Context: an optimization exercise on an open-source flow, tuned for small area. The choices shown serve that exercise and are no tape-out recipe.
Function was checked by simulation only, so behaviour that the tests miss may differ from the original.

==> inputs of trial 39 <==
// pipelined_cordic
module pipelined_cordic(
    input Clk, Rst,
    input signed [15:0] x_in, y_in,
    output signed [15:0] magnitude,
    output signed [15:0] angle
);
export LEC_CHECK = 0
export CAP_MARGIN = 20
export CORE_MARGIN = 2
export CORE_UTILIZATION = 60
export PLACE_DENSITY = 0.75
export SLEW_MARGIN = 20
export SYNTH_HIERARCHICAL = 1
export SYNTH_MINIMUM_KEEP_SIZE = 0
create_clock -name core_clock -period 4.5 [get_ports {Clk}]
standard.sh (not shown) runs the stock make flow with config.mk's settings and CLKGATE_MAP_FILE= SYNTH_SCRIPT=/design/flow/synth_recipe.tcl, a recipe that flattens the netlist after the stock synthesis.
==> flow/flow/run.sh <==
#!/bin/bash
# Standard layout; the port buffers use the smallest buffer cell and the
# clock tree is built without dummy loads.
set -euo pipefail
export BUFFER_PORTS_ARGS="-buffer_cell sky130_fd_sc_hd__buf_1"
export CTS_ARGS="-sink_clustering_enable -repair_clock_nets -sink_clustering_size 16 -sink_clustering_max_diameter 80 -buf_list sky130_fd_sc_hd__clkbuf_8 -dont_use_dummy_load"
bash standard.sh > standard.log 2>&1
==> inputs of trial 86, as changes to trial 39 <==
--- a/flow/config.mk
+++ b/flow/config.mk
@@ -9,4 +9,4 @@
 export CORE_MARGIN = 2
-export CORE_UTILIZATION = 60
-export PLACE_DENSITY = 0.75
+export CORE_UTILIZATION = 65
+export PLACE_DENSITY = 0.8
 export SLEW_MARGIN = 20
==> comparison <==
In trial 39 the via count is lower than in trial 86, by about 0.7%. Between trial 86 and trial 39, the lower register-to-register slack is in trial 39 (gap 0.05 ns). Trial 86 finished with timing, DRC and antenna clean. Trial 39 finished with timing, DRC and antenna clean. Between trial 39 and trial 86, the lower global-route usage is in trial 39 (gap 1.6 points). Between trial 39 and trial 86, the lower cell count is in trial 86 (gap 2.6%, measured against trial 86). Clock-buffer cell count is the same in trial 86 and trial 39.

* * *

==> inputs of build 16 <==
pipelined_cordic, a different RTL version from the one above (not shown whole).
export LEC_CHECK = 0
export CAP_MARGIN = 20
export CORE_MARGIN = 2
export CORE_UTILIZATION = 70
export PLACE_DENSITY = 0.85
export SLEW_MARGIN = 20
export SYNTH_HIERARCHICAL = 1
export SYNTH_MINIMUM_KEEP_SIZE = 0
create_clock -name core_clock -period 4.5 [get_ports {Clk}]
==> flow/flow/run.sh <==
#!/bin/bash
# Standard layout; the port buffers use the smallest buffer cell and the
# clock tree is built without dummy loads.
set -euo pipefail
export BUFFER_PORTS_ARGS="-buffer_cell sky130_fd_sc_hd__buf_1"
export CTS_ARGS="-sink_clustering_enable -repair_clock_nets -sink_clustering_size 10 -sink_clustering_max_diameter 50 -buf_list sky130_fd_sc_hd__clkbuf_4 -dont_use_dummy_load"
bash standard.sh > standard.log 2>&1
==> inputs of build 95, as changes to build 16 <==
==> flow/flow/run.sh (replaced) <==
#!/bin/bash
# Standard layout; the port buffers use the smallest buffer cell and the
# clock tree is built without dummy loads.
set -euo pipefail
export BUFFER_PORTS_ARGS="-buffer_cell sky130_fd_sc_hd__buf_1"
export CTS_ARGS="-sink_clustering_enable -repair_clock_nets -sink_clustering_size 11 -sink_clustering_max_diameter 45 -buf_list sky130_fd_sc_hd__clkbuf_4 -dont_use_dummy_load"
bash standard.sh > standard.log 2>&1
--- a/flow/config.mk
+++ b/flow/config.mk
@@ -8,6 +8,6 @@
 export CAP_MARGIN = 20
 export CORE_MARGIN = 2
-export CORE_UTILIZATION = 70
-export PLACE_DENSITY = 0.85
+export CORE_UTILIZATION = 65
+export PLACE_DENSITY = 0.8
 export SLEW_MARGIN = 20
 export SYNTH_HIERARCHICAL = 1
==> impl_metrics.env <==
export IMPL_critical_path_cell_chain="xnor2_1, ha_1, fa_1, fa_2, fa_1, fa_1, fa_1, fa_1, fa_2, fa_1, fa_2, xnor2_1"
export IMPL_vias=9370
export IMPL_status="timing/DRC/antenna clean"
export IMPL_finalNetCount=1828
export IMPL_taps=396
export IMPL_initial_core_util_pct=65.6
export IMPL_use_met1_pct=21.4
export IMPL_final_util_pct=69.7
export IMPL_cp_max_fo=3
export IMPL_nNonClkBuffers=85
export IMPL_startpoint="y5[11]"
export IMPL_hp_class="primary input to asynchronous set/reset pin"
export IMPL_cpPeakStageDelay_ns=0.40
(the above is from build 95)
==> impl_metrics.env <==
export IMPL_initial_core_util_pct=71.4
export IMPL_use_met1_pct=23.5
export IMPL_vias=9528
export IMPL_nNonClkBuffers=86
export IMPL_cp_max_fo=11
export IMPL_status="timing/DRC/antenna clean"
export IMPL_cpPeakStageDelay_ns=0.44
export IMPL_finalNetCount=1833
export IMPL_critical_path_cell_chain="buf_4, xnor2_1, ha_1, fa_1, fa_1, fa_1, fa_1, fa_1, fa_1, fa_1, ha_1, xor2_1"
export IMPL_hp_class="primary input to register"
export IMPL_taps=378
(the above is from build 16)

* * *

==> onyx: inputs <==
pipelined_cordic, a different RTL version from the one above (not shown whole).
Settings: LEC_CHECK=0, CAP_MARGIN=20, CORE_MARGIN=2, CORE_UTILIZATION=60, PLACE_DENSITY=0.75, SLEW_MARGIN=20, SYNTH_HIERARCHICAL=1, SYNTH_MINIMUM_KEEP_SIZE=0; clock period 4.5 ns.
==> flow/flow/run.sh <==
#!/bin/bash
# Standard layout; the port buffers use the smallest buffer cell and the
# clock tree is built without dummy loads.
set -euo pipefail
export BUFFER_PORTS_ARGS="-buffer_cell sky130_fd_sc_hd__buf_1"
export CTS_ARGS="-sink_clustering_enable -repair_clock_nets -sink_clustering_size 16 -sink_clustering_max_diameter 80 -buf_list sky130_fd_sc_hd__clkbuf_8 -dont_use_dummy_load"
bash standard.sh > standard.log 2>&1
==> willow (differences from onyx) <==
Settings changed: GPL_TIMING_DRIVEN from default to 0.
==> impl_metrics.env <==
export IMPL_seq_area_frac=0.519
export IMPL_pre_cts_slack_ns=-0.0652
export IMPL_area_growth_pct=7.18
export IMPL_crit_path_start="y5[11]$_DFF_P_"
export IMPL_layout_cells_non_filler=1979
export IMPL_run_status="timing/DRC/antenna clean"
export IMPL_rr_startpoint="y5[11]$_DFF_P_"
export IMPL_rr_endpoint="y6[10]$_DFF_P_"
export IMPL_clk_share=0.0254
export IMPL_drive_above_1_share=0.0653
export IMPL_dpl_cell_count=1938
-- figures above: onyx

==> impl_metrics.env <==
export IMPL_seq_area_frac=0.514
export IMPL_run_status="timing/DRC/antenna clean"
export IMPL_crit_path_start="y4[12]$_DFF_P_"
export IMPL_clk_share=0.0252
export IMPL_drive_above_1_share=0.0810
export IMPL_pre_cts_slack_ns=-0.274
export IMPL_area_growth_pct=8.25
-- figures above: willow

[afterwards: timing with drivers on the ports]
The results above use ideal ports. As a check the final layouts listed here were re-extracted and re-timed, cells and wires unchanged.
Step 1 sets driving cells, clkbuf_16 on the clock port and buf_2 on the other inputs (assumed; they add their load-dependent delay and slew).
Step 2 adds t to the input delays and takes it off the output delays; t is the mean of the earliest and latest rising clock arrival at the registers after step 1. Input paths then give back, and output paths get back, about the clock's delay inside the block.
Three values: no drivers, after step 1, after step 2; two values: the first two.
run	shift t [ns]	slack for setup (ns)	worst setup path at the end	worst data-port slew with drivers (ns)
trial 39	0.578	0.133 / 0.133 / 0.133	register to register	0.03
trial 86	0.581	0.182 / 0.182 / 0.182	register to register	0.03
build 16	0.731	0.077 / 0.077 / 0.077	register to register	0.04
build 95	0.714	0.150 / 0.150 / 0.150	register to register	0.03
onyx	0.583	0.159 / 0.159 / 0.159	register to register	0.04
willow	0.597	0.127 / 0.127 / 0.127	register to register	0.03
After both steps setup and hold are still met in every run listed.
